Source: an optimization exercise on an open RTL-to-GDS flow (aim: small area). Production flows keep margins and buffers that such runs may drop. At most, simulation tests tie the RTL to the original design; equivalence was not proved. Only the layout flow was run in run 6; the RTL was not checked for function there. Power figures rest on the tool's default switching activity, not on a simulated workload.

==> design.v <==
module data_ingress (
    input  logic        clk,
    input  logic        rst,
    input  logic [15:0] adc_ch0,
    input  logic [15:0] adc_ch1,
    input  logic        adc_valid,
    output logic [31:0] m_tdata,
    output logic        m_tvalid,
    input  logic        m_tready
);
    always_ff @(posedge clk) begin
        if (!m_tvalid) m_tdata <= {adc_ch1, adc_ch0};
        if (rst)
            m_tvalid <= 1'b0;
        else if (!m_tvalid)
            m_tvalid <= adc_valid;
        else if (m_tready)
            m_tvalid <= 1'b0;
    end
endmodule
module axi_capture_controller (
    input  logic        clk,
    input  logic        rst,
    input  logic        s_tvalid,
    output logic        s_tready,
    input  logic        m_tready,
    output logic        m_tvalid,
    input  logic        trigger_in,
    input  logic [7:0]  capture_len_cfg,
    input  logic [31:0] timestamp_counter,
    output logic [31:0] latched_timestamp,
    output logic        capture_active
);
    logic trigger_sync, trigger_prev;
    logic rise_d1, trigger_valid;
    logic trigger_latched;
    logic [15:0] sample_count;
    logic [16:0] sample_count_inc;
    logic sample_fire, last_sample;
    always_ff @(posedge clk) begin
        if (rst) begin
            trigger_sync  <= 1'b0;
            trigger_prev  <= 1'b0;
            rise_d1       <= 1'b0;
            trigger_valid <= 1'b0;
        end else begin
            trigger_sync  <= trigger_in;
            trigger_prev  <= trigger_sync;
            rise_d1       <= trigger_sync & ~trigger_prev;
            trigger_valid <= rise_d1;
        end
    end
    assign s_tready    = capture_active & m_tready;
    assign m_tvalid    = capture_active & s_tvalid;
    assign sample_fire = s_tvalid & s_tready;
    assign sample_count_inc = {1'b0, sample_count} + 17'd1;
    assign last_sample = sample_fire && (sample_count_inc == {9'd0, capture_len_cfg});
    always_ff @(posedge clk) begin
        if (rst)
            capture_active <= 1'b0;
        else if (capture_active)
            capture_active <= !last_sample;
        else
            capture_active <= trigger_valid && !trigger_latched;
        if (rst || !capture_active)
            sample_count <= '0;
        else if (sample_fire)
            sample_count <= sample_count_inc[15:0];
        if (!capture_active && trigger_valid)
            latched_timestamp <= timestamp_counter;
        if (rst)
            trigger_latched <= 1'b0;
        else if (capture_active)
            trigger_latched <= 1'b1;
        else if (!trigger_sync)
            trigger_latched <= 1'b0;
    end
endmodule
module axi_fifo (
    input  logic        clk,
    input  logic        rst,
    input  logic [31:0] s_tdata,
    input  logic        s_tvalid,
    output logic        s_tready,
    output logic [31:0] m_tdata,
    output logic        m_tvalid,
    input  logic        m_tready
);
    logic [31:0] mem [0:15];
    logic [16:1] fill;
    wire empty = ~|fill;
    logic was_nonempty;
    assign m_tvalid = was_nonempty & ~empty;
    wire full = fill[16];
    wire push = s_tvalid & ~full;
    wire pop  = m_tvalid & m_tready;
    assign s_tready = ~full;
    always_ff @(posedge clk) begin
        if (push) begin
            mem[0] <= s_tdata;
            for (int i = 1; i < 16; i++) mem[i] <= mem[i-1];
        end
    end
    always_comb begin
        m_tdata = '0;
        for (int i = 0; i < 16; i++)
            m_tdata = m_tdata | ({32{fill[i+1]}} & mem[i]);
    end
    always_ff @(posedge clk) was_nonempty <= ~empty;
    always_ff @(posedge clk) begin
        if (rst) begin
            fill     <= '0;
        end else begin
            if (push && !pop) fill <= {fill[15:1], empty};
            else if (pop && !push) fill <= {1'b0, fill[16:2]};
        end
    end
endmodule
module axi_packetizer (
    input  logic        clk,
    input  logic        rst,
    input  logic [31:0] s_tdata,
    input  logic        s_tvalid,
    output logic        s_tready,
    output logic [31:0] m_tdata,
    output logic        m_tvalid,
    input  logic        m_tready,
    output logic        m_tlast,
    input  logic [31:0] timestamp_latched,
    input  logic [7:0]  capture_len_cfg,
    input  logic [15:0] error_flags
);
    localparam logic [2:0] ST_IDLE        = 3'd0,
                           ST_HEADER      = 3'd1,
                           ST_TIMESTAMP   = 3'd2,
                           ST_CHNID       = 3'd3,
                           ST_SAMPLECOUNT = 3'd4,
                           ST_PAYLOAD     = 3'd5,
                           ST_INFO        = 3'd6,
                           ST_DONE        = 3'd7;
    localparam logic [31:0] HEADER = 32'h30415144;
    logic [2:0]  state;
    logic [1:0]  byte_idx;
    logic [1:0]  out_idx;
    logic        word_active, word_active_d;
    logic [7:0]  remaining;
    logic [15:0] error_flags_reg;
    logic [31:0] payload_reg;
    wire st_idle    = (state == ST_IDLE);
    wire st_header  = (state == ST_HEADER);
    wire st_ts      = (state == ST_TIMESTAMP);
    wire st_count   = (state == ST_SAMPLECOUNT);
    wire st_payload = (state == ST_PAYLOAD);
    wire st_info    = (state == ST_INFO);
    assign s_tready = st_idle | (st_payload & ~word_active);
    assign m_tvalid = ~st_idle & (~st_payload | word_active_d);
    assign m_tlast  = (state == ST_DONE);
    wire notify_out = m_tvalid & m_tready;
    wire load_word  = st_payload & ~word_active & s_tvalid;
    logic advance;
    always_comb begin
        case (state)
            ST_IDLE:      advance = s_tvalid;
            ST_HEADER,
            ST_TIMESTAMP: advance = notify_out & (byte_idx == 2'd3);
            ST_PAYLOAD:   advance = notify_out & (byte_idx == 2'd3) & (remaining == 8'd0);
            ST_INFO:      advance = notify_out & byte_idx[0];
            default:      advance = notify_out;
        endcase
    end
    wire idx_inc = notify_out & (st_header | st_ts | st_info | (st_payload & word_active));
    always_ff @(posedge clk) begin
        if (rst) state <= ST_IDLE;
        else if (advance) state <= state + 3'd1;
        if (st_idle) byte_idx <= 2'd0;
        else if (idx_inc) byte_idx <= byte_idx + 2'd1;
        word_active   <= st_payload & (word_active ? ~(notify_out & byte_idx == 2'd3) : s_tvalid);
        word_active_d <= word_active;
        out_idx       <= byte_idx;
        if (st_idle) begin
            remaining       <= capture_len_cfg;
            error_flags_reg <= error_flags;
        end else if (load_word) begin
            remaining <= remaining - 8'd1;
        end
        if (st_idle) payload_reg <= timestamp_latched;
        else if (st_payload && !word_active) payload_reg <= s_tdata;
    end
    logic [1:0] shift;
    logic [3:0] sel_hdr, sel_pl;
    logic [1:0] sel_ef;
    always_comb begin
        shift = st_payload ? out_idx : byte_idx;
        for (int d = 0; d < 4; d++) begin
            sel_hdr[d] = st_header & (shift == d[1:0]);
            sel_pl[d]  = (st_ts | st_payload) & (shift == d[1:0]);
        end
        for (int d = 0; d < 2; d++)
            sel_ef[d] = st_info & (shift == d[1:0]);
        m_tdata = '0;
        for (int lane = 0; lane < 4; lane++)
            for (int d = 0; d < 4 - lane; d++) begin
                m_tdata[8*lane +: 8] = m_tdata[8*lane +: 8]
                    | ({8{sel_hdr[d]}} & HEADER[8*(lane+d) +: 8])
                    | ({8{sel_pl[d]}}  & payload_reg[8*(lane+d) +: 8]);
                if (lane + d < 2 && d < 2)
                    m_tdata[8*lane +: 8] = m_tdata[8*lane +: 8]
                        | ({8{sel_ef[d]}} & error_flags_reg[8*(lane+d) +: 8]);
            end
        m_tdata[7:0] = m_tdata[7:0] | ({8{st_count}} & remaining);
    end
endmodule
module usb_tx_if (
    input  logic        clk,
    input  logic        rst,
    input  logic [31:0] s_tdata,
    input  logic        s_tvalid,
    output logic        s_tready,
    output logic [31:0] usb_data,
    output logic        usb_wr_en,
    input  logic        usb_full
);
    assign s_tready = ~usb_full;
    always_ff @(posedge clk) begin
        usb_data <= s_tdata;
        if (rst) usb_wr_en <= 1'b0;
        else     usb_wr_en <= s_tvalid & ~usb_full;
    end
endmodule
module daq_top (
    input logic clk,
    input logic rst,
    input logic [15:0] adc_ch0,
    input logic [15:0] adc_ch1,
    input logic adc_valid,
    input logic trigger_in,
    input logic [31:0] timestamp_counter,
    input logic [7:0] capture_len_cfg,
    input logic [15:0] error_flags,
    input logic usb_full,
    output logic [7:0] tx_data,
    output logic tx_valid,
    input  logic tx_ready,
    output logic tx_last,
    output logic capture_active,
    output logic [31:0]usb_data,
    output logic usb_wr_en
);
    logic [31:0] ingress_tdata;
    logic ingress_tvalid, ingress_tready;
    logic capture_tvalid, capture_tready;
    logic [31:0] fifo_tdata;
    logic fifo_tvalid, fifo_tready;
    logic [31:0] packet_tdata;
    logic packet_tvalid, packet_tready, packet_tlast;
    logic [31:0] latched_timestamp;
    logic usb_ready;
    data_ingress u_ingress (
        .clk(clk),
        .rst(rst),
        .adc_ch0(adc_ch0),
        .adc_ch1(adc_ch1),
        .adc_valid(adc_valid),
        .m_tdata(ingress_tdata),
        .m_tvalid(ingress_tvalid),
        .m_tready(ingress_tready)
    );
    axi_capture_controller u_capture (
        .clk(clk),
        .rst(rst),
        .s_tvalid(ingress_tvalid),
        .s_tready(ingress_tready),
        .m_tready(capture_tready),
        .m_tvalid(capture_tvalid),
        .trigger_in(trigger_in),
        .capture_len_cfg(capture_len_cfg),
        .timestamp_counter(timestamp_counter),
        .latched_timestamp(latched_timestamp),
        .capture_active(capture_active)
    );
    axi_fifo u_fifo (
        .clk(clk),
        .rst(rst),
        .s_tdata(ingress_tdata),
        .s_tvalid(capture_tvalid),
        .s_tready(capture_tready),
        .m_tdata(fifo_tdata),
        .m_tvalid(fifo_tvalid),
        .m_tready(fifo_tready)
    );
    axi_packetizer u_packetizer (
        .clk(clk),
        .rst(rst),
        .s_tdata(fifo_tdata),
        .s_tvalid(fifo_tvalid),
        .s_tready(fifo_tready),
        .m_tdata(packet_tdata),
        .m_tvalid(packet_tvalid),
        .m_tready(packet_tready),
        .m_tlast(packet_tlast),
        .timestamp_latched(latched_timestamp),
        .capture_len_cfg(capture_len_cfg),
        .error_flags(error_flags)
    );
    usb_tx_if usb_tx_inst (
        .clk(clk),
        .rst(rst),
        .s_tdata(packet_tdata),
        .s_tvalid(packet_tvalid),
        .s_tready(usb_ready),
        .usb_data(usb_data),
        .usb_wr_en(usb_wr_en),
        .usb_full(usb_full)
    );
    assign tx_data  = packet_tdata[7:0];
    assign tx_valid = packet_tvalid;
    assign packet_tready = usb_ready & tx_ready;
    assign tx_last  = packet_tlast;
endmodule
==> flow/run.sh <==
#!/bin/bash
# Standard layout (the standard.sh: standard synthesis and ORFS flow) with two
# changes passed as make variables:
#  - port buffers are sky130_fd_sc_hd__buf_1 instead of the default choice;
#  - CTS without dummy loads, with clkbuf_8 in the tree and clkbuf_16 at the leaves, at most 30 sinks per cluster.
# Each tool's full output goes to the ORFS logs under orfs/logs; make's own
# output goes to flow_make.log here.
set -euo pipefail
bash standard.sh \
  "BUFFER_PORTS_ARGS=-buffer_cell sky130_fd_sc_hd__buf_1" \
  "CTS_ARGS=-sink_clustering_enable -repair_clock_nets -dont_use_dummy_load -buf_list sky130_fd_sc_hd__clkbuf_8 -sink_clustering_buffer sky130_fd_sc_hd__clkbuf_16 -sink_clustering_size 30 -sink_clustering_max_diameter 70" \
  finish > flow_make.log 2>&1
==> standard.sh <==
#!/bin/bash
# synth_recipe.tcl (not shown) runs the flow's synth.tcl, then flattens the netlist and writes it again
# the make line also repeats each setting of config.mk as NAME=value (left out here)
make -C /OpenROAD-flow-scripts/flow DESIGN_CONFIG=/design/flow/config.mk WORK_HOME=/design/flow/orfs CLKGATE_MAP_FILE= SYNTH_SCRIPT=/design/flow/synth_recipe.tcl "${@:-finish}"
==> config.mk <==
export PLATFORM = sky130hd
export DESIGN_NAME = daq_top
export DESIGN_NICKNAME = daq_top
export VERILOG_FILES = /design/flow/design.v
export SDC_FILE = /design/flow/constraint.sdc
export NUM_CORES = 4
export LEC_CHECK = 0
export CAP_MARGIN = 0
export CORE_MARGIN = 2
export CORE_UTILIZATION = 40
export SLEW_MARGIN = 0
==> constraint.sdc <==
create_clock -name core_clock -period 5.0 [get_ports {clk}]
set_input_delay 1.0000 -clock core_clock [delete_from_list [all_inputs] [get_ports {clk}]]
set_output_delay 1.0000 -clock core_clock [all_outputs]
set_load 0.01 [all_outputs]
==> results.py, run 1 <==
metrics = {
    "outcome": {
        "status": "finished clean",
    },
    "sta": {
        "max_slew.worst_pin.slew_ps": 1170,
        "min_period_ps": 4530,
        "rsz0062_at_grt": "false",
        "clock_skew_ps": 74.5,
        "max_freq_mhz": 221,
        "holdWs_ps": 388,
        "finalSetupTns_ps": 0,
        "slew_viol_final": 0,
        "hold_violations": 0,
        "setup-violations-final": 0,
        "relSlewSlack": 0.220,
        "finalCritPeriodShare": 0.907,
    },
    "yosys": {
        "yosys_register_bits": 714,
        "synth-main-ff-cell": "edfxtp_1",
        "synthArstFlopShare": 0,
        "yosysUniqueCellTypes": 66,
        "synth.cell_area_sq_um": 26200,
        "synth_top_area_share": 0.723,
        "syn_nets": 1682,
        "avgSynthCellArea_sq_um": 16.6,
        "synth_cells": 1579,
        "synthTopCellsByArea": "edfxtp_1, dfxtp_1, a22oi_1, a22o_1, a221oi_1",
        "synth-edff-count": 632,
        "synth_seq_area_share": 0.786,
        "ys_warn_count": 6,
        "netlist_top_cells_count": "edfxtp_1, a22oi_1, nor2_1",
        "synth_top_area_cell": "edfxtp_1",
        "synth_most_common_cell": "edfxtp_1",
    },
    "clock_tree": {
        "insertion_delay_ps": 700,
        "cts_sinks": 714,
        "cts_tree": "yes",
        "path_clk_slew_ps": 100,
        "clock-root-buffer": "clkbuf_8",
        "hold_buffers": 0,
        "numCtsBuffers": 40,
        "postCtsSetupRepairBufs": 0,
        "htree_levels": 2,
        "clockBufferDepth": 3,
        "post_cts_resize_count": 0,
    },
    "cells_and_area": {
        "fin_util": 0.441,
        "area_delta_synth_final_pct": 8.78,
        "top_register": "u_fifo.mem",
        "largest_reg_flops": 512,
        "nFillCells": 5743,
        "seqCellArea_sq_um": 20600,
        "drive_above_1_share": 0.0532,
        "fin_nets": 1778,
        "multi_input_area_sq_um": 5100,
    },
    "die": {
        "io_pins": 138,
        "die_x_microns": 260,
        "dieArea_sq_um": 67700,
        "rows": 93,
        "core_area_sq_um": 64700,
        "die_h_microns": 260,
        "start_util": 0.406,
    },
    "run": {
        "maxCapViolations": 0,
    },
    "setup_path": {
        "max_stage_delay_ps": 770,
        "endpoint_kind": "output pin",
        "arrival_ps": 3530,
        "reg2reg_slack_ps": 1790,
        "cp_max_fo": 24,
        "critPathLaunch": "u_packetizer.state[1]",
        "worstSetupStartpointType": "flop",
        "required_ps": 4000,
        "path_class": "reg2out",
        "cp_cell_sequence": "inv_1, ha_1, nand2_2, nor3b_1, a31oi_1, nor2_2, a222oi_1, nand3_1, buf_1",
        "rr_startpoint": "u_packetizer.state[2]",
        "cpMaxStageDelayCell": "nor2_2",
    },
    "route": {
        "route.met3.wl_mm": 5.56,
        "drc": 0,
        "wire_per_inst_microns": 25.0,
        "highest_layer": "met4",
        "wl_met2_mm": 28.8,
        "dr.pass1.iters": 9,
        "drt_iter0_drc": 2343,
        "wl_mm": 63.2,
        "drtAntennaViolNets": 0,
        "vias": 14900,
        "vias_per_cell": 5.91,
        "met1_length_mm": 27.6,
    },
    "grt": {
        "grt_max_degree": 184,
        "antenna_found_initial": 1,
        "first_global_vias": 14300,
        "overflow": 0,
        "grt_pass1_wl_mm": 92.7,
        "track_usage": 0.183,
    },
    "placement": {
        "gp_congestion": 0.935,
        "io_buffer_count": 137,
        "place_hpwl_mm": 35.6,
    },
    "worst_hold_path": {
        "min_path_type": "reg2reg",
        "hp-start": "u_capture.trigger_prev",
    },
    "pwr": {
        "vdd_drop_max_mv": 0.163,
        "total_power_uw": 9750,
        "power_density_nw_per_um2": 342,
        "power_leakage_uw": 0.00869,
    },
}
## cell families (layout without fill, tap and decap cells)
family,count (synthesis),in the layout,synth area share
adder cells (fa/ha/maj),9,9,0.00429
multiplexers,22,22,0.00887
buffers and inverters,122,216,0.0212
AO/OA/AOI/OAI,374,374,0.112
AND/OR/NAND/NOR,303,303,0.0564
XOR/XNOR,35,35,0.0117
flip-flops,714,714,0.786
other,0,2,0
## per-layer routing
| layer | global-route usage | vias to the layer above |
|---|---|---|
| met5 | 0 | - |
| met4 | 0.0406 | 0 |
| met3 | 0.0333 | 85 |
| met2 | 0.285 | 771 |
| met1 | 0.267 | 7613 |
| li1 | - | 6476 |
## worst max-delay path: cells and delay by family (launching register included)
family | cells | cell delay, ps
adders and majority gates | 1 | 360
buffers and inverters | 2 | 250
DFF | 1 | 350
and+or+nand+nor | 4 | 1470
AOI/OAI and AO/OA | 2 | 390
## stage by stage
| stage | instances | instance area, sq um | worst slack [ps] |
|---|---|---|---|
| after floorplan | 1579 | 26300 | 444 |
| after global placement | 2488 | 27600 | 1490 |
| after detailed placement | 2488 | 27600 | 1330 |
| after CTS | 2528 | 28500 | 531 |
| after global routing | 2529 | 28500 | 244 |
| final | 2530 | 28600 | 467 |
## power by group
group	total (uW)	switching, uW	leakage [uW]	internal [uW]
Clock	3090	1770	0.000467	1330
Sequential	6550	43.0	0.00648	6510
Combinational	110	74.7	0.00174	35.5
Total	9750	1890	0.00869	7870
## area by class of cell
type / instances / share of cell area
Antenna cell: 2 / 0.000175
Clock buffer: 40 / 0.0331
Inverter: 11 / 0.00237
Multi-Input combinational cell: 743 / 0.178
Sequential cell: 714 / 0.722
Tap cell: 855 / 0.0375
Timing Repair Buffer: 165 / 0.0262
## cell usage in the layout, fill, tap and decap left out, types with 10 or more instances in the layout
master and instances:
a22o_1 61, nand4_1 24, nor2_1 123, o21ai_0 10
a21oi_1 28, nor3_1 27, mux2i_1 17, buf_1 137
buf_4 26, clkbuf_16 35, and3_1 13, a222oi_1 14
nand3_1 36, edfxtp_1 632, xor2_1 14, a221oi_1 59
a41oi_1 13, xnor2_1 21, nand2_1 30, dfxtp_1 82
a22oi_1 163
## worst paths after layout
path / endpoint / depth (start not counted)
worst min-delay path: u_capture.rise_d1 / 1
worst max-delay path: tx_data[4] / 9
worst max register to register: u_fifo.fill[1] / 9
worst min register to register: u_capture.rise_d1 / 1
==> run 2, diff against run 1 <==
==> flow/run.sh (replaced) <==
#!/bin/bash
# Standard layout (the standard.sh: standard synthesis and ORFS flow) with two
# changes passed as make variables:
#  - port buffers are sky130_fd_sc_hd__buf_1 instead of the default choice;
#  - CTS without dummy loads, with clkbuf_8, at most 18 sinks per cluster.
# Each tool's full output goes to the ORFS logs under orfs/logs; make's own
# output goes to flow_make.log here.
set -euo pipefail
bash standard.sh \
  "BUFFER_PORTS_ARGS=-buffer_cell sky130_fd_sc_hd__buf_1" \
  "CTS_ARGS=-sink_clustering_enable -repair_clock_nets -dont_use_dummy_load -buf_list sky130_fd_sc_hd__clkbuf_8 -sink_clustering_size 18 -sink_clustering_max_diameter 60" \
  finish > flow_make.log 2>&1
--- a/config.mk
+++ b/config.mk
@@ -8,4 +8,5 @@
 export CAP_MARGIN = 0
 export CORE_MARGIN = 2
 export CORE_UTILIZATION = 40
+export GPL_TIMING_DRIVEN = 0
 export SLEW_MARGIN = 0
==> run 2 against run 1 <==
  * The layout now fails its checks (max-slew violations)
  * Routed wire length rose by 12%
  * Largest cell class unchanged
  * Via count rose by 4.0%
  * Setup slack improved by 210 ps
  * Power fell by 3.8%
==> results.py, run 2 <==
metrics = {
    "clock_tree": {
        "post_cts_resize_count": 0,
        "clockBufferDepth": 3,
        "insertion_delay_ps": 700,
        "cts_sinks": 714,
        "htree_levels": 2,
        "hold_buffers": 0,
        "cts_tree": "yes",
        "clock-root-buffer": "clkbuf_8",
        "postCtsSetupRepairBufs": 0,
        "numCtsBuffers": 51,
        "path_clk_slew_ps": 110,
    },
    "yosys": {
        "synth.cell_area_sq_um": 26200,
        "synth_top_area_share": 0.723,
        "netlist_top_cells_count": "edfxtp_1, a22oi_1, nor2_1",
        "yosys_register_bits": 714,
        "synth-main-ff-cell": "edfxtp_1",
        "syn_nets": 1682,
        "synthArstFlopShare": 0,
        "avgSynthCellArea_sq_um": 16.6,
        "ys_warn_count": 6,
        "synth_top_area_cell": "edfxtp_1",
        "synth-edff-count": 632,
        "synth_cells": 1579,
        "yosysUniqueCellTypes": 66,
        "synthTopCellsByArea": "edfxtp_1, dfxtp_1, a22oi_1, a22o_1, a221oi_1",
        "synth_seq_area_share": 0.786,
        "synth_most_common_cell": "edfxtp_1",
    },
    "setup_path": {
        "worstSetupStartpointType": "flop",
        "path_class": "reg2out",
        "required_ps": 4000,
        "endpoint_kind": "output pin",
        "cp_max_fo": 10,
        "cp_top_family": "buffers and inverters",
        "arrival_ps": 3330,
        "timing.critical_path.buf_inv": 5,
        "max_stage_delay_ps": 470,
        "cpMaxStageDelayCell": "a222oi_1",
        "cp_cell_sequence": "inv_1, ha_1, buf_2, nand2_2, nor3_1, a21oi_2, nor2_1, buf_4, a222oi_1, nand3_1, buf_4, buf_1",
        "critPathMostFrequentCell": "buf_4",
    },
    "placement": {
        "gp_congestion": 0.898,
        "io_buffer_count": 136,
        "dp.cells": 2575,
        "place_hpwl_mm": 45.2,
    },
    "sta": {
        "clock_skew_ps": 74.8,
        "setup-violations-final": 0,
        "relSlewSlack": -0.00777,
        "finalCritPeriodShare": 0.865,
        "min_period_ps": 4330,
        "max_freq_mhz": 231,
        "max_slew.worst_pin.slew_ps": 1510,
        "holdWs_ps": 376,
        "rsz0062_at_grt": "false",
        "hold_violations": 0,
        "slew_viol_final": 29,
    },
    "die": {
        "core_area_sq_um": 64700,
        "dieArea_sq_um": 67700,
        "die_h_microns": 260,
        "rows": 93,
        "io_pins": 138,
        "start_util": 0.406,
        "die_x_microns": 260,
    },
    "cells_and_area": {
        "fin_cells": 2626,
        "drive_above_1_share": 0.0615,
        "nFillCells": 5782,
        "top_register": "u_fifo.mem",
        "area_delta_synth_final_pct": 9.33,
        "layout_common_cells": "edfxtp_1, a22oi_1, buf_1",
        "fin_nets": 1876,
        "fin_util": 0.444,
        "largest_reg_flops": 512,
        "insertedDiodeCount": 0,
        "final_common_cell": "edfxtp_1",
    },
    "route": {
        "drc": 0,
        "drt_iter0_drc": 2503,
        "drtAntennaViolNets": 0,
        "vias": 15500,
        "wire_per_inst_microns": 27.0,
        "wl_mm": 70.9,
        "vias_per_cell": 5.92,
        "dr.pass1.iters": 7,
    },
    "pwr": {
        "power_leakage_uw": 0.00877,
        "power_density_nw_per_um2": 327,
        "switching_power_uw": 1920,
        "clkPwrFrac": 0.289,
        "comb_power_share": 0.013,
        "p_int_uw": 7460,
        "p_seq_frac": 0.698,
        "vdd_drop_max_mv": 0.149,
        "swShare": 0.205,
    },
    "run": {
        "maxCapViolations": 0,
    },
    "grt": {
        "grt_max_degree": 255,
        "overflow": 0,
        "antenna_found_initial": 1,
        "grt_pass1_wl_mm": 102,
        "first_global_vias": 15100,
        "track_usage": 0.206,
    },
    "outcome": {
        "check-failures": "max-slew violations",
        "status": "failed layout checks",
    },
    "worst_hold_path": {
        "min_path_type": "reg2reg",
    },
}
## run 2: path summary, 6_finish.rpt
path	start	to	slack, ps	depth (start not counted)
worst max-delay path	u_packetizer.state[1]	tx_data[0]	670	12
worst min-delay path	u_packetizer.byte_idx[1]	u_packetizer.out_idx[1]	380	0
worst max register to register	u_fifo.fill[3]	u_packetizer.payload_reg[25]	1240	5
worst min register to register	u_packetizer.byte_idx[1]	u_packetizer.out_idx[1]	380	0
## run 2: power by group through the flow
stage | sequential (uW) | combinational, uW | clock [uW]
global placement | 6690 | 113 | 0
floorplan | 6670 | 54.2 | 0
detailed placement | 6680 | 121 | 0
global route | 6560 | 131 | 2990
CTS | 6550 | 121 | 2810
finish | 6550 | 118 | 2720
## run 2: per-stage QoR
step	setup TNS, ps	setup slack (ps)	instance area, sq um	total power (uW)
2_1_floorplan	0	444	26300	6720
3_3_place_gp	-17580	-1160	27800	6800
3_5_place_dp	0	845	28000	6800
4_1_cts	0	113	28700	9480
5_1_grt	0	437	28700	9670
6_report	0	675	28700	9380
## run 2: area by class of cell
class / count / area (sq um) / area share
Sequential cell: 714 / 20600 / 0.718
Multi-Input combinational cell: 743 / 5090 / 0.177
Tap cell: 855 / 1070 / 0.0373
Clock buffer: 51 / 702 / 0.0245
Timing Repair Buffer: 141 / 633 / 0.0221
Buffer: 111 / 515 / 0.0180
Inverter: 11 / 67.6 / 0.00235
## run 2: layer usage
layer | wire length (microns) | GRT usage
met2 | 32000 | 0.319
met4 | 2060 | 0.0632
met5 | 11 | 0
met3 | 6800 | 0.0405
met1 | 30000 | 0.296
## run 2: cells by family (layout without fill, tap and decap cells)
family,after synthesis,count (layout),share of synthesized area
adders and majority gates,9,9,0.00429
DFF,714,714,0.786
muxes,22,22,0.00887
and+or+nand+nor,303,303,0.0564
AOI/OAI and AO/OA,374,374,0.112
xor gates and xnor gates,35,35,0.0117
buffers and inverters,122,314,0.0212
## run 2: worst reg2reg max path, delay by kind of cell, from the launching register on
kind            cells  cell delay, ps
buf+inv             3            2020
compound gates      2            1080
flops               1             330
==> run 3, diff against run 2 <==
--- a/config.mk
+++ b/config.mk
@@ -8,5 +8,5 @@
 export CAP_MARGIN = 0
 export CORE_MARGIN = 2
 export CORE_UTILIZATION = 40
-export GPL_TIMING_DRIVEN = 0
+export PLACE_DENSITY = 0.75
 export SLEW_MARGIN = 0
==> run 3 against run 2 <==
  * Now clean on timing, DRC and antenna
  * Worst hold slack better by 22 ps
  * Die area unchanged
  * Sequential power about the same
  * Maximum frequency down 2.8%
  * Cell area down 1.6%
  * Routed wire length down 13%
  * Power down 1.3%
  * Sequential cell count unchanged
  * Combinational power down 5%
  * Critical path depth down 4
  * Critical endpoint is now tx_data[1]
  * Largest cell class unchanged
  * Largest power group unchanged
==> results.py, run 3 <==
metrics = {
    "outcome": {
        "status": "finished clean",
    },
    "die": {
        "die_x_microns": 260,
        "start_util": 0.406,
        "dieArea_sq_um": 67700,
        "core_area_sq_um": 64700,
        "die_h_microns": 260,
        "io_pins": 138,
        "rows": 93,
    },
    "yosys": {
        "synth.cell_area_sq_um": 26200,
        "synthArstFlopShare": 0,
        "yosysUniqueCellTypes": 66,
        "netlist_top_cells_count": "edfxtp_1, a22oi_1, nor2_1",
        "synth_most_common_cell": "edfxtp_1",
        "synthTopCellsByArea": "edfxtp_1, dfxtp_1, a22oi_1, a22o_1, a221oi_1",
        "synth_cells": 1579,
        "avgSynthCellArea_sq_um": 16.6,
        "synth-main-ff-cell": "edfxtp_1",
        "ys_warn_count": 6,
        "yosys_register_bits": 714,
        "synth_top_area_share": 0.723,
        "synth-edff-count": 632,
        "syn_nets": 1682,
        "synth_seq_area_share": 0.786,
        "synth_top_area_cell": "edfxtp_1",
    },
    "grt": {
        "first_global_vias": 14600,
        "track_usage": 0.176,
        "grt_pass1_wl_mm": 90.4,
        "overflow": 0,
        "grt_max_degree": 224,
        "antenna_found_initial": 1,
    },
    "sta": {
        "finalSetupTns_ps": 0,
        "max_slew.worst_pin.slew_ps": 1250,
        "max_freq_mhz": 225,
        "min_period_ps": 4450,
        "hold_violations": 0,
        "clock_skew_ps": 64.0,
        "finalCritPeriodShare": 0.890,
        "holdWs_ps": 398,
        "relSlewSlack": 0.168,
        "slew_viol_final": 0,
        "setup-violations-final": 0,
        "rsz0062_at_grt": "false",
    },
    "clock_tree": {
        "clockBufferDepth": 3,
        "cts_tree": "yes",
        "hold_buffers": 0,
        "path_clk_slew_ps": 110,
        "numCtsBuffers": 50,
        "clock-root-buffer": "clkbuf_8",
        "htree_levels": 2,
        "insertion_delay_ps": 680,
        "cts_sinks": 714,
        "post_cts_resize_count": 0,
        "postCtsSetupRepairBufs": 0,
    },
    "pwr": {
        "power_density_nw_per_um2": 328,
        "power_leakage_uw": 0.00856,
        "vdd_drop_max_mv": 0.175,
    },
    "route": {
        "vias_per_cell": 5.96,
        "wire_per_inst_microns": 24.2,
        "vias": 15100,
        "drtAntennaViolNets": 0,
        "wl_mm": 61.4,
        "dr.pass1.iters": 6,
        "drt_iter0_drc": 2137,
        "drc": 0,
    },
    "cells_and_area": {
        "final_common_cell": "edfxtp_1",
        "largest_reg_flops": 512,
        "multi_input_area_sq_um": 5090,
        "seqCellArea_sq_um": 20600,
        "top_register": "u_fifo.mem",
        "fin_nets": 1785,
        "insertedDiodeCount": 0,
        "layout_common_cells": "edfxtp_1, a22oi_1, buf_1",
        "nFillCells": 5664,
        "design_area_sq_um": 28200,
        "drive_above_1_share": 0.0565,
        "area_delta_synth_final_pct": 7.61,
    },
    "run": {
        "maxCapViolations": 0,
    },
    "placement": {
        "io_buffer_count": 137,
        "gp_congestion": 0.912,
        "place_hpwl_mm": 35.4,
        "detailed_place.area_sq_um": 27600,
    },
    "setup_path": {
        "path_class": "reg2out",
        "required_ps": 4000,
        "cpMaxStageDelayCell": "nor2_1",
        "cp_max_fo": 16,
        "endpoint_kind": "output pin",
        "worstSetupStartpointType": "flop",
        "max_stage_delay_ps": 830,
        "cp_cell_sequence": "ha_1, nand2_2, nor3_1, a21oi_2, nor2_1, a222oi_1, nand3_1, buf_1",
        "cp_top_family": "simple AND/OR/NAND/NOR gates",
        "arrival_ps": 3450,
        "timing.critical_path.buf_inv": 1,
    },
    "worst_hold_path": {
        "min_path_type": "reg2reg",
    },
}
run 3: cells by family (layout without fill, tap and decap cells):
family	Yosys count	count (layout)	synth area share
AO/OA/AOI/OAI	374	374	0.112
XOR/XNOR	35	35	0.0117
adder cells (fa/ha/maj)	9	9	0.00429
buffers and inverters	122	223	0.0212
flip-flops	714	714	0.786
multiplexers	22	22	0.00887
AND/OR/NAND/NOR	303	303	0.0564
run 3: power by group:
part           switching (uW)  internal, uW
Sequential               43.9          6510
Combinational            77.3          35.1
Clock                    1710           896
Total                    1830          7440
run 3: through the flow:
step           cells  utilization  setup slack [ps]  power [uW]
3_3_place_gp    2485        0.426              1490        6790
4_1_cts         2535        0.437               584        9350
6_report        2535        0.437               549        9270
5_1_grt         2535        0.437               249        9560
3_5_place_dp    2485        0.426              1340        6800
2_1_floorplan   1579            -               444        6720
run 3: cell type report:
type | instances | share of cell area
multi-input combinational | 743 | 0.180
tap | 855 | 0.0379
clock buffer | 50 | 0.0244
timing repair buffer | 162 | 0.0253
sequential | 714 | 0.730
inverter | 11 | 0.00239
run 3: path summary, 6_finish.rpt:
kind | start | to | slack, ps | cells past startpoint
worst max register to register | u_capture.capture_active | u_fifo.fill[9] | 1890 | 7
worst min-delay path | u_fifo.mem[9][31] | u_fifo.mem[10][31] | 400 | 0
worst max-delay path | u_packetizer.state[0] | tx_data[1] | 550 | 8
worst min register to register | u_fifo.mem[9][31] | u_fifo.mem[10][31] | 400 | 0
run 3: metal layers:
| metal | global-route usage | wire [microns] | vias up |
|---|---|---|---|
| met5 | 0 | 0 | - |
| met4 | 0.0535 | 1540 | 0 |
| met3 | 0.0354 | 6860 | 97 |
| met2 | 0.271 | 27800 | 990 |
| met1 | 0.253 | 25200 | 7528 |
| li1 | - | - | 6486 |
==> run 4, diff against run 3 <==
--- a/config.mk
+++ b/config.mk
@@ -8,5 +8,4 @@
 export CAP_MARGIN = 0
 export CORE_MARGIN = 2
 export CORE_UTILIZATION = 40
-export PLACE_DENSITY = 0.75
 export SLEW_MARGIN = 0
==> run 4 against run 3 <==
  * Still clean on timing, DRC and antenna
  * First-iteration DRC count is 1.1% higher
  * Routed wire length is 3.4% higher
  * Maximum frequency is 1.5% lower
  * Critical path depth is 1 higher
  * Global-route usage is 0.70 points higher
  * Combinational power hardly changed
  * Largest cell class unchanged
  * Area after synthesis stayed put
  * Sequential share of layout area is 0.31 points lower
  * Clock skew is 23 ps higher
  * Die area stayed put
==> results.py, run 4 <==
metrics = {
    "clock_tree": {
        "clockBufferDepth": 3,
        "hold_buffers": 0,
        "post_cts_resize_count": 0,
        "postCtsSetupRepairBufs": 0,
        "clock-root-buffer": "clkbuf_8",
        "numCtsBuffers": 55,
        "path_clk_slew_ps": 100,
        "cts_sinks": 714,
        "cts_tree": "yes",
        "insertion_delay_ps": 690,
        "htree_levels": 2,
    },
    "pwr": {
        "vdd_drop_max_mv": 0.154,
        "swShare": 0.200,
        "switching_power_uw": 1880,
        "power_leakage_uw": 0.00862,
        "comb_power_share": 0.012,
        "clkPwrFrac": 0.292,
        "p_seq_frac": 0.696,
        "p_int_uw": 7520,
        "total_power_uw": 9410,
        "power_density_nw_per_um2": 332,
    },
    "grt": {
        "overflow": 0,
        "grt_max_degree": 184,
        "antenna_found_initial": 2,
        "track_usage": 0.183,
        "grt_pass1_wl_mm": 93.2,
        "first_global_vias": 14500,
    },
    "yosys": {
        "synth.area.mux_share": 0.00887,
        "synth_top_area_cell": "edfxtp_1",
        "synth-main-ff-cell": "edfxtp_1",
        "synthArstFlopShare": 0,
        "synth_simple_gate_area_share": 0.0564,
        "netlist_top_cells_count": "edfxtp_1, a22oi_1, nor2_1",
        "avgSynthCellArea_sq_um": 16.6,
        "yosysUniqueCellTypes": 66,
        "synth-edff-count": 632,
        "synthAdderAreaFrac": 0.00429,
        "synth_most_common_cell": "edfxtp_1",
        "synthTopCellsByArea": "edfxtp_1, dfxtp_1, a22oi_1, a22o_1, a221oi_1",
        "synth.cell_area_sq_um": 26200,
        "synth_top_area_share": 0.723,
        "syn_nets": 1682,
        "yosys_register_bits": 714,
        "ys_warn_count": 6,
        "synth_seq_area_share": 0.786,
        "synth_xor_area_frac": 0.0117,
        "synth_cells": 1579,
        "synth_top_family_by_area": "compound AO/OA/AOI/OAI gates",
        "synth_compound_area_frac": 0.112,
    },
    "setup_path": {
        "cp_cell_sequence": "inv_1, ha_1, nand2_2, nor3b_1, a31oi_1, nor2_2, a222oi_1, nand3_1, buf_1",
        "worstSetupStartpointType": "flop",
        "required_ps": 4000,
        "path_depth": 9,
        "arrival_ps": 3520,
        "max_stage_delay_ps": 770,
        "cpMaxStageDelayCell": "nor2_2",
        "cp_max_fo": 24,
        "cp_top_family": "simple AND/OR/NAND/NOR gates",
        "path_class": "reg2out",
        "r2r_cells": 9,
        "timing.critical_path.buf_inv": 2,
        "endpoint_kind": "output pin",
    },
    "die": {
        "rows": 93,
        "io_pins": 138,
        "start_util": 0.406,
        "die_x_microns": 260,
        "die_h_microns": 260,
        "dieArea_sq_um": 67700,
        "core_area_sq_um": 64700,
    },
    "worst_hold_path": {
        "min_path_type": "reg2reg",
        "whs_path_depth": 0,
    },
    "sta": {
        "rsz0062_at_grt": "false",
        "min_period_ps": 4520,
        "finalSetupTns_ps": 0,
        "setup-violations-final": 0,
        "max_slew.worst_pin.slew_ps": 1160,
        "slew_viol_final": 0,
        "holdWs_ps": 375,
        "max_freq_mhz": 221,
        "hold_violations": 0,
        "clock_skew_ps": 87.0,
        "relSlewSlack": 0.228,
        "finalCritPeriodShare": 0.903,
    },
    "route": {
        "wire_per_inst_microns": 24.9,
        "wl_mm": 63.5,
        "vias": 15000,
        "vias_per_cell": 5.88,
        "drt_iter0_drc": 2160,
        "highest_layer": "met5",
        "met1_length_mm": 27.8,
        "dr.pass1.iters": 6,
        "route.met3.wl_mm": 5.74,
        "drc": 0,
        "wl_met2_mm": 28.5,
        "drtAntennaViolNets": 0,
    },
    "placement": {
        "io_buffer_count": 137,
        "gp_congestion": 0.935,
        "detailed_place.area_sq_um": 27600,
        "place_hpwl_mm": 35.6,
    },
    "cells_and_area": {
        "layout_common_cells": "edfxtp_1, a22oi_1, buf_1",
        "drive_above_1_share": 0.0616,
        "design_area_sq_um": 28400,
        "nFillCells": 5769,
        "area_delta_synth_final_pct": 8.06,
        "multi_input_area_sq_um": 5100,
        "largest_reg_flops": 512,
        "fin_nets": 1793,
        "seqCellArea_sq_um": 20600,
        "top_register": "u_fifo.mem",
        "final_common_cell": "edfxtp_1",
    },
    "run": {
        "maxCapViolations": 0,
    },
    "outcome": {
        "status": "finished clean",
    },
}
==> run 4: cell counts after synthesis <==
No cell type changed its count.
==> run 4: worst reg2reg max path: stages, from the launching register on <==
cell and delay [ps]:
dfxtp_1 650, nand2b_2 570, o21ai_4 90, buf_4 290, nand2_1 130, ha_1 760
mux2_2 420, nor2_1 80, a21oi_1 60, nor2_1 130
==> run 4: path summary, 6_finish.rpt <==
path | to | slack [ps] | from
worst max register to register | u_fifo.fill[1] | 1780 | u_packetizer.state[2]
worst max-delay path | tx_data[4] | 480 | u_packetizer.state[1]
worst min register to register | u_fifo.mem[0][8] | 370 | u_ingress.m_tdata[8]
worst min-delay path | u_fifo.mem[0][8] | 370 | u_ingress.m_tdata[8]
==> run 4: layout make-up <==
class	instances	share of cell area
tap	855	0.0377
multi-input combinational	743	0.180
timing repair buffer	165	0.0264
clock buffer	55	0.0267
inverter	11	0.00238
antenna	2	0.000176
sequential	714	0.727
==> run 4: cells by family after synthesis <==
family                     after synthesis
AOI/OAI and AO/OA                      374
muxes                                   22
DFF                                    714
and+or+nand+nor                        303
xor gates and xnor gates                35
buffers and inverters                  122
adders and majority gates                9
==> run 4: per-layer routing <==
metal | up-vias | track usage
met1 | 7599 | 0.264
met3 | 100 | 0.0353
met2 | 764 | 0.285
met4 | 2 | 0.0500
li1 | 6488 | -
met5 | - | 0
==> run 4: per-stage QoR <==
step	setup WS [ps]	util	std cells
after floorplan	444	-	1579
after global placement	1490	0.427	2488
after detailed placement	1330	0.427	2488
after CTS	548	0.438	2543
after global routing	247	0.438	2544
final	484	0.438	2545
==> run 4: power by group through the flow <==
stage / Combinational [uW] / Clock [uW] / Sequential, uW
final: 110 / 2740 / 6550
after global routing: 124 / 3050 / 6560
after CTS: 114 / 2860 / 6550
after detailed placement: 113 / 0 / 6680
after global placement: 110 / 0 / 6680
after floorplan: 54.2 / 0 / 6670
==> run 5, diff against run 4 <==
--- a/config.mk
+++ b/config.mk
@@ -8,4 +8,5 @@
 export CAP_MARGIN = 0
 export CORE_MARGIN = 2
 export CORE_UTILIZATION = 40
+export PLACE_DENSITY = 0.9
 export SLEW_MARGIN = 0
==> run 5 against run 4 <==
  * Core utilization down 0.20 points
  * Power down 2.2%
  * Non-clock buffer count down 1
  * Critical path depth unchanged
  * Setup slack better by 170 ps
  * Routed wire length down 3.0%
  * Worst hold slack better by 14 ps
  * Still clean on timing, DRC and antenna
  * Sequential power about the same
  * Area after synthesis unchanged
==> results.py, run 5 <==
metrics = {
    "outcome": {
        "status": "finished clean",
    },
    "clock_tree": {
        "cts_sinks": 714,
        "cts_tree": "yes",
        "clock-root-buffer": "clkbuf_8",
        "path_clk_slew_ps": 110,
        "post_cts_resize_count": 0,
        "postCtsSetupRepairBufs": 0,
        "hold_buffers": 0,
        "htree_levels": 2,
        "clockBufferDepth": 3,
        "insertion_delay_ps": 660,
        "numCtsBuffers": 48,
    },
    "grt": {
        "grt_pass1_wl_mm": 90.6,
        "grt_max_degree": 213,
        "first_global_vias": 15100,
        "track_usage": 0.177,
        "antenna_found_initial": 7,
        "overflow": 0,
    },
    "cells_and_area": {
        "top_register": "u_fifo.mem",
        "largest_reg_flops": 512,
        "fin_nets": 1785,
        "final_common_cell": "edfxtp_1",
        "layout_common_cells": "edfxtp_1, a22oi_1, buf_1",
        "multi_input_area_sq_um": 5090,
        "seqCellArea_sq_um": 20600,
        "insertedDiodeCount": 0,
        "fin_cells": 2535,
        "drive_above_1_share": 0.0565,
        "area_delta_synth_final_pct": 7.56,
        "nFillCells": 5508,
    },
    "route": {
        "wire_per_inst_microns": 24.3,
        "vias": 15500,
        "dr.pass1.iters": 8,
        "drtAntennaViolNets": 0,
        "drt_iter0_drc": 2746,
        "vias_per_cell": 6.12,
        "wl_mm": 61.6,
        "drc": 0,
    },
    "sta": {
        "max_freq_mhz": 230,
        "hold_violations": 0,
        "holdWs_ps": 389,
        "max_slew.worst_pin.slew_ps": 1110,
        "clock_skew_ps": 66.1,
        "min_period_ps": 4350,
        "finalSetupTns_ps": 0,
        "relSlewSlack": 0.261,
        "rsz0062_at_grt": "false",
        "finalCritPeriodShare": 0.869,
        "slew_viol_final": 0,
        "setup-violations-final": 0,
    },
    "setup_path": {
        "cp_top_family": "simple AND/OR/NAND/NOR gates",
        "timing.critical_path.buf_inv": 2,
        "required_ps": 4000,
        "r2r_cells": 9,
        "cpMaxStageDelayCell": "nor2_2",
        "arrival_ps": 3350,
        "max_stage_delay_ps": 730,
        "rr_endpoint": "u_fifo.fill[1]",
        "path_depth": 9,
        "rr_startpoint": "u_packetizer.state[2]",
        "cp_cell_sequence": "inv_1, ha_1, nand2_2, nor3b_1, a31oi_1, nor2_2, a222oi_1, nand3_1, buf_1",
        "worstSetupStartpointType": "flop",
        "endpoint_kind": "output pin",
        "cp_max_fo": 24,
        "path_class": "reg2out",
        "reg2reg_slack_ps": 1830,
    },
    "die": {
        "dieArea_sq_um": 67700,
        "start_util": 0.406,
        "rows": 93,
        "die_h_microns": 260,
        "core_area_sq_um": 64700,
        "die_x_microns": 260,
        "io_pins": 138,
    },
    "yosys": {
        "synth_top_area_cell": "edfxtp_1",
        "synth_most_common_cell": "edfxtp_1",
        "yosys_register_bits": 714,
        "synthTopCellsByArea": "edfxtp_1, dfxtp_1, a22oi_1, a22o_1, a221oi_1",
        "synth_seq_area_share": 0.786,
        "synth_cells": 1579,
        "synth-edff-count": 632,
        "synth-main-ff-cell": "edfxtp_1",
        "synth_top_area_share": 0.723,
        "netlist_top_cells_count": "edfxtp_1, a22oi_1, nor2_1",
        "yosysUniqueCellTypes": 66,
        "avgSynthCellArea_sq_um": 16.6,
        "syn_nets": 1682,
        "ys_warn_count": 6,
        "synth.cell_area_sq_um": 26200,
        "synthArstFlopShare": 0,
    },
    "worst_hold_path": {
        "whs_path_depth": 0,
        "min_path_type": "reg2reg",
        "hold-path-endpoint": "u_fifo.mem[0][31]",
        "hp-start": "u_ingress.m_tdata[31]",
    },
    "pwr": {
        "power_leakage_uw": 0.00856,
        "power_density_nw_per_um2": 326,
        "vdd_drop_max_mv": 0.211,
    },
    "placement": {
        "dp.cells": 2487,
        "place_hpwl_mm": 37.1,
        "gp_congestion": 0.907,
        "io_buffer_count": 137,
    },
    "run": {
        "maxCapViolations": 0,
    },
}
-- run 5: cells by family after synthesis --
kind of cell | Yosys count | synth area share
flops | 714 | 0.786
compound gates | 374 | 0.112
simple gates | 303 | 0.0564
buf+inv | 122 | 0.0212
xor+xnor | 35 | 0.0117
mux | 22 | 0.00887
fa+ha+maj | 9 | 0.00429
-- run 5: worst max-delay path by stage --
| stage | startpoint | endpoint |
|---|---|---|
| final | u_packetizer.state[1] | tx_data[4] |
| after global routing | u_packetizer.state[1] | tx_data[6] |
| after CTS | u_packetizer.state[1] | tx_data[0] |
| after detailed placement | u_packetizer.state[1] | tx_data[0] |
| after global placement | u_packetizer.state[1] | tx_data[4] |
| after floorplan | u_packetizer.state[0] | u_fifo.fill[8] |
-- run 5: final cells by class --
cell class,count,area share
Sequential cell,714,0.730
Multi-Input combinational cell,743,0.180
Tap cell,855,0.0379
Timing Repair Buffer,164,0.0258
Clock buffer,48,0.0234
Inverter,11,0.00239
-- run 5: metal layers --
layer | track usage | routed length, microns | vias up
li1 | - | - | 6475
met1 | 0.235 | 22600 | 7524
met2 | 0.278 | 28000 | 1299
met3 | 0.0461 | 8680 | 201
met4 | 0.0700 | 2240 | 12
met5 | 0 | 70 | -
-- run 5: metrics by stage --
step	utilization	power (uW)	area, sq um	setup slack (ps)
global route	0.436	9470	28200	359
detailed placement	0.426	6800	27600	1400
finish	0.436	9200	28200	655
global placement	0.426	6790	27600	1500
floorplan	-	6720	26300	444
CTS	0.436	9240	28200	688
-- run 5: power breakdown --
group | leakage [uW] | total, uW | internal [uW] | switching, uW
Sequential | 0.00648 | 6550 | 6510 | 45.0
Clock | 0.000345 | 2530 | 864 | 1670
Combinational | 0.00174 | 112 | 35.1 | 77.4
==> run 6, diff against run 5 <==
--- a/design.v
+++ b/design.v
@@ -34,8 +34,10 @@
     logic trigger_sync, trigger_prev;
     logic rise_d1, trigger_valid;
     logic trigger_latched;
-    logic [15:0] sample_count;
-    logic [16:0] sample_count_inc;
+    logic [7:0]  count_lo;      
+    logic [7:0]  count_hi;      
+    logic [8:0]  count_lo_inc;
+    logic        hi_feedback;
     logic sample_fire, last_sample;
     always_ff @(posedge clk) begin
         if (rst) begin
@@ -53,8 +55,11 @@
     assign s_tready    = capture_active & m_tready;
     assign m_tvalid    = capture_active & s_tvalid;
     assign sample_fire = s_tvalid & s_tready;
-    assign sample_count_inc = {1'b0, sample_count} + 17'd1;
-    assign last_sample = sample_fire && (sample_count_inc == {9'd0, capture_len_cfg});
+    assign count_lo_inc = {1'b0, count_lo} + 9'd1;
+    assign last_sample  = sample_fire && (count_hi == 8'd0)
+                          && (count_lo_inc == {1'b0, capture_len_cfg});
+    assign hi_feedback  = count_hi[7] ^ count_hi[5] ^ count_hi[4] ^ count_hi[3]
+                          ^ (count_hi[6:0] == 7'd0);
     always_ff @(posedge clk) begin
         if (rst)
             capture_active <= 1'b0;
@@ -62,10 +67,13 @@
             capture_active <= !last_sample;
         else
             capture_active <= trigger_valid && !trigger_latched;
-        if (rst || !capture_active)
-            sample_count <= '0;
-        else if (sample_fire)
-            sample_count <= sample_count_inc[15:0];
+        if (rst || !capture_active) begin
+            count_lo <= '0;
+            count_hi <= '0;
+        end else if (sample_fire) begin
+            count_lo <= count_lo_inc[7:0];
+            if (count_lo_inc[8]) count_hi <= {count_hi[6:0], hi_feedback};
+        end
         if (!capture_active && trigger_valid)
             latched_timestamp <= timestamp_counter;
         if (rst)
@@ -87,10 +95,7 @@
     input  logic        m_tready
 );
     logic [31:0] mem [0:15];
-    logic [16:1] fill;
-    wire empty = ~|fill;
-    logic was_nonempty;
-    assign m_tvalid = was_nonempty & ~empty;
+    logic [16:0] fill;
     wire full = fill[16];
     wire push = s_tvalid & ~full;
     wire pop  = m_tvalid & m_tready;
@@ -106,13 +111,14 @@
         for (int i = 0; i < 16; i++)
             m_tdata = m_tdata | ({32{fill[i+1]}} & mem[i]);
     end
-    always_ff @(posedge clk) was_nonempty <= ~empty;
     always_ff @(posedge clk) begin
         if (rst) begin
-            fill     <= '0;
+            fill     <= 17'd1;
+            m_tvalid <= 1'b0;
         end else begin
-            if (push && !pop) fill <= {fill[15:1], empty};
-            else if (pop && !push) fill <= {1'b0, fill[16:2]};
+            if (push && !pop) fill <= {fill[15:0], 1'b0};
+            else if (pop && !push) fill <= {1'b0, fill[16:1]};
+            m_tvalid <= !fill[0] && !(fill[1] && pop && !push);
         end
     end
 endmodule
==> flow/run.sh (replaced) <==
#!/bin/bash
# Standard layout (the standard.sh: standard synthesis and ORFS flow) with two
# changes passed as make variables:
#  - port buffers are sky130_fd_sc_hd__buf_1 instead of the default choice;
#  - CTS without dummy loads, with clkbuf_8 and the clustering of config.mk.
# Each tool's full output goes to the ORFS logs under orfs/logs; make's own
# output goes to flow_make.log here.
set -euo pipefail
bash standard.sh \
  "BUFFER_PORTS_ARGS=-buffer_cell sky130_fd_sc_hd__buf_1" \
  "CTS_ARGS=-sink_clustering_enable -repair_clock_nets -dont_use_dummy_load -buf_list sky130_fd_sc_hd__clkbuf_8 -sink_clustering_size 16 -sink_clustering_max_diameter 60" \
  finish > flow_make.log 2>&1
==> config.mk (replaced) <==
export PLATFORM = sky130hd
export DESIGN_NAME = daq_top
export DESIGN_NICKNAME = daq_top
export VERILOG_FILES = /design/flow/design.v
export SDC_FILE = /design/flow/constraint.sdc
export NUM_CORES = 4
export LEC_CHECK = 0
export CAP_MARGIN = 20
export CORE_MARGIN = 2
export CORE_UTILIZATION = 40
export CTS_BUF_LIST = sky130_fd_sc_hd__clkbuf_8
export CTS_CLUSTER_DIAMETER = 60
export CTS_CLUSTER_SIZE = 16
export SLEW_MARGIN = 20
==> run 6 against run 5 <==
  * Register-to-register slack lost 80 ps
  * Synthesized cell count shrank 1.3%
  * Sequential share of layout area decreased by 0.64 points
  * Global-route usage increased by 0.96 points
  * Combinational power up 58%
  * Sequential cell count grew 1
  * Sequential power grew 0.9%
==> results.py, run 6 <==
metrics = {
    "setup_path": {
        "endpoint_kind": "output pin",
        "required_ps": 4000,
        "critical_path.endpoint": "tx_data[0]",
        "arrival_ps": 3340,
        "rr_endpoint": "u_fifo.fill[12]",
        "cpMaxStageDelayCell": "o31ai_4",
        "worstSetupStartpointType": "flop",
        "critPathLaunch": "u_packetizer.state[1]",
        "path_class": "reg2out",
        "cp_max_fo": 22,
        "rr_startpoint": "u_packetizer.state[1]",
        "max_stage_delay_ps": 730,
        "reg2reg_slack_ps": 1750,
        "r2r_cells": 10,
        "cp_cell_sequence": "inv_1, ha_1, nand2_2, o31ai_4, a22o_1, a22oi_1, o221ai_1, buf_1",
    },
    "sta": {
        "setup-violations-final": 0,
        "worst_slack_ps": 660,
        "finalSetupTns_ps": 0,
        "max_freq_mhz": 230,
        "relSlewSlack": 0.337,
        "finalCritPeriodShare": 0.868,
        "max_slew.worst_pin.slew_ps": 994,
        "clock_skew_ps": 66.9,
        "slew_viol_final": 0,
        "rsz0062_at_grt": "false",
        "min_period_ps": 4340,
        "hold_violations": 0,
    },
    "outcome": {
        "status": "finished clean",
    },
    "pwr": {
        "vdd_drop_max_mv": 0.211,
        "power_leakage_uw": 0.00861,
        "power_density_nw_per_um2": 333,
        "total_power_uw": 9500,
    },
    "die": {
        "rows": 94,
        "core_area_sq_um": 65400,
        "io_pins": 138,
        "die_x_microns": 260,
        "dieArea_sq_um": 67900,
        "die_h_microns": 260,
        "start_util": 0.402,
    },
    "yosys": {
        "synth_top_area_cell": "edfxtp_1",
        "synth_top_area_share": 0.721,
        "synth_cells": 1558,
        "synthTopCellsByArea": "edfxtp_1, dfxtp_1, a22o_1, a221oi_1, a22oi_1",
        "synth_compound_area_frac": 0.129,
        "synthAdderAreaFrac": 0.00428,
        "synth_simple_gate_area_share": 0.0437,
        "synthArstFlopShare": 0,
        "synth_xor_area_frac": 0.00766,
        "synth_most_common_cell": "edfxtp_1",
        "synth-edff-count": 632,
        "yosys_register_bits": 715,
        "netlist_top_cells_count": "edfxtp_1, a22o_1, a221oi_1, nor2_1, a22oi_1",
        "synth-main-ff-cell": "edfxtp_1",
        "avgSynthCellArea_sq_um": 16.9,
        "synth.cell_area_sq_um": 26300,
        "yosysUniqueCellTypes": 60,
        "synth_top_family_by_area": "compound AO/OA/AOI/OAI gates",
        "synth.area.mux_share": 0.00998,
        "ys_warn_count": 6,
        "synth_seq_area_share": 0.784,
        "syn_nets": 1661,
    },
    "route": {
        "drc": 0,
        "vias": 15100,
        "wire_per_inst_microns": 25.4,
        "dr.pass1.iters": 7,
        "drtAntennaViolNets": 0,
        "wl_mm": 64.6,
        "drt_iter0_drc": 1861,
        "vias_per_cell": 5.95,
    },
    "clock_tree": {
        "path_clk_slew_ps": 100,
        "insertion_delay_ps": 690,
        "post_cts_resize_count": 0,
        "clockBufferDepth": 3,
        "htree_levels": 2,
        "cts_tree": "yes",
        "postCtsSetupRepairBufs": 0,
        "numCtsBuffers": 54,
        "hold_buffers": 0,
        "clock-root-buffer": "clkbuf_8",
        "cts_sinks": 715,
    },
    "cells_and_area": {
        "layout_common_cells": "edfxtp_1, buf_1, a22o_1",
        "largest_reg_flops": 512,
        "final_common_cell": "edfxtp_1",
        "area_delta_synth_final_pct": 8.33,
        "fin_nets": 1780,
        "fin_cells": 2539,
        "top_register": "u_fifo.mem",
        "drive_above_1_share": 0.0669,
        "fin_util": 0.436,
        "insertedDiodeCount": 0,
    },
    "placement": {
        "dp.cells": 2485,
        "io_buffer_count": 137,
        "place_ws_ps": 1370,
        "place_hpwl_mm": 37.9,
        "gp_congestion": 0.874,
    },
    "grt": {
        "antenna_found_initial": 4,
        "first_global_vias": 14700,
        "grt_pass1_wl_mm": 94.4,
        "grt_max_degree": 180,
        "overflow": 0,
        "track_usage": 0.186,
    },
    "worst_hold_path": {
        "min_path_type": "reg2reg",
    },
    "run": {
        "maxCapViolations": 0,
    },
}
run 6: cell count changes after synthesis, moves of 12 or more:
cell      change
a22oi_1      -72
a22o_1       +44
a221oi_1     +40
and3_1       +25
nor2_1       -25
nand3_1      -23
nand4_1      -21
nor3_1       -20
a41oi_1      +19
o21ai_0      +19
a222oi_1     -12
run 6: per-stage QoR:
stage | area [sq um] | hold WS, ps
final | 28500 | 375
after CTS | 28500 | 378
after global routing | 28500 | 401
after detailed placement | 27800 | 405
after floorplan | 26300 | 352
after global placement | 27800 | 377
run 6: cell type report:
cell class / count / area, sq um
clock buffers: 54 / 743
fillers: 5846 / 36900
inverters: 14 / 78.8
multi-input cells: 720 / 5150
flip-flops and latches: 715 / 20600
well taps: 864 / 1080
repair buffers: 172 / 815
run 6: power by group:
group | internal, uW | switching (uW) | leakage, uW
combinational | 52.6 | 125 | 0.00173
clock | 964 | 1750 | 0.000388
sequential | 6550 | 67.2 | 0.00649
total | 7560 | 1940 | 0.00861
run 6: logic make-up after synthesis:
group,after synthesis
adders and majority gates,9
muxes,26
DFF,715
xor gates and xnor gates,23
buffers and inverters,123
and+or+nand+nor,235
AOI/OAI and AO/OA,427
run 6: worst min-delay path by stage:
stage | start | cells after the start | slack, ps | end
after floorplan | u_packetizer.byte_idx[0] | 0 | 350 | u_packetizer.out_idx[0]
after detailed placement | u_ingress.m_tdata[13] | 0 | 400 | u_fifo.mem[0][13]
after CTS | u_capture.trigger_prev | 1 | 380 | u_capture.rise_d1
after global placement | u_capture.trigger_prev | 1 | 380 | u_capture.rise_d1
final | u_capture.trigger_prev | 1 | 370 | u_capture.rise_d1
after global routing | u_capture.trigger_prev | 1 | 400 | u_capture.rise_d1
run 6: critical path, delay by kind of cell (launching register included):
kind	cells	cell delay, ps
AO/OA/AOI/OAI	4	1350
adder cells (fa/ha/maj)	1	460
buffers and inverters	2	280
flip-flops	1	350
AND/OR/NAND/NOR	1	250
run 6: routing by layer:
layer,track usage,part of all wire,routed length [microns],up-vias
li1,-,-,-,6478
met1,0.267,0.43,27900,7739
met2,0.284,0.45,28900,762
met3,0.0399,0.092,5950,131
met4,0.0610,0.029,1850,2
met5,0,0.00020,13,-

==> what the ideal ports hide <==
In the flow no input, the clock included, has a driving cell. The finished layouts below were timed again as built, in two steps. Step 1 assumes that a clkbuf_16 drives the clock port and a buf_2 every other input. Step 2 also shifts input and output timing later by t, the mid clock arrival at the registers, as if the neighbouring blocks saw the same clock. a / b / c = ideal / step 1 / step 2; a / b = the first two.
run	shift t [ns]	setup slack, ns	worst hold slack (ns)	latest minus earliest clock arrival (ns)
run 1	0.727	0.467 / 0.408 / 1.135	0.388 / 0.388 / 0.388	0.079 / 0.080
run 2	0.716	0.675 / 0.621 / 1.240	0.376 / 0.376 / 0.376	0.079 / 0.078
run 3	0.699	0.549 / 0.496 / 1.195	0.398 / 0.398 / 0.398	0.066 / 0.066
run 4	0.709	0.484 / 0.426 / 1.135	0.375 / 0.375 / 0.375	0.101 / 0.100
run 5	0.690	0.655 / 0.598 / 1.288	0.389 / 0.389 / 0.389	0.079 / 0.079
run 6	0.709	0.660 / 0.604 / 1.313	0.375 / 0.375 / 0.375	0.079 / 0.080
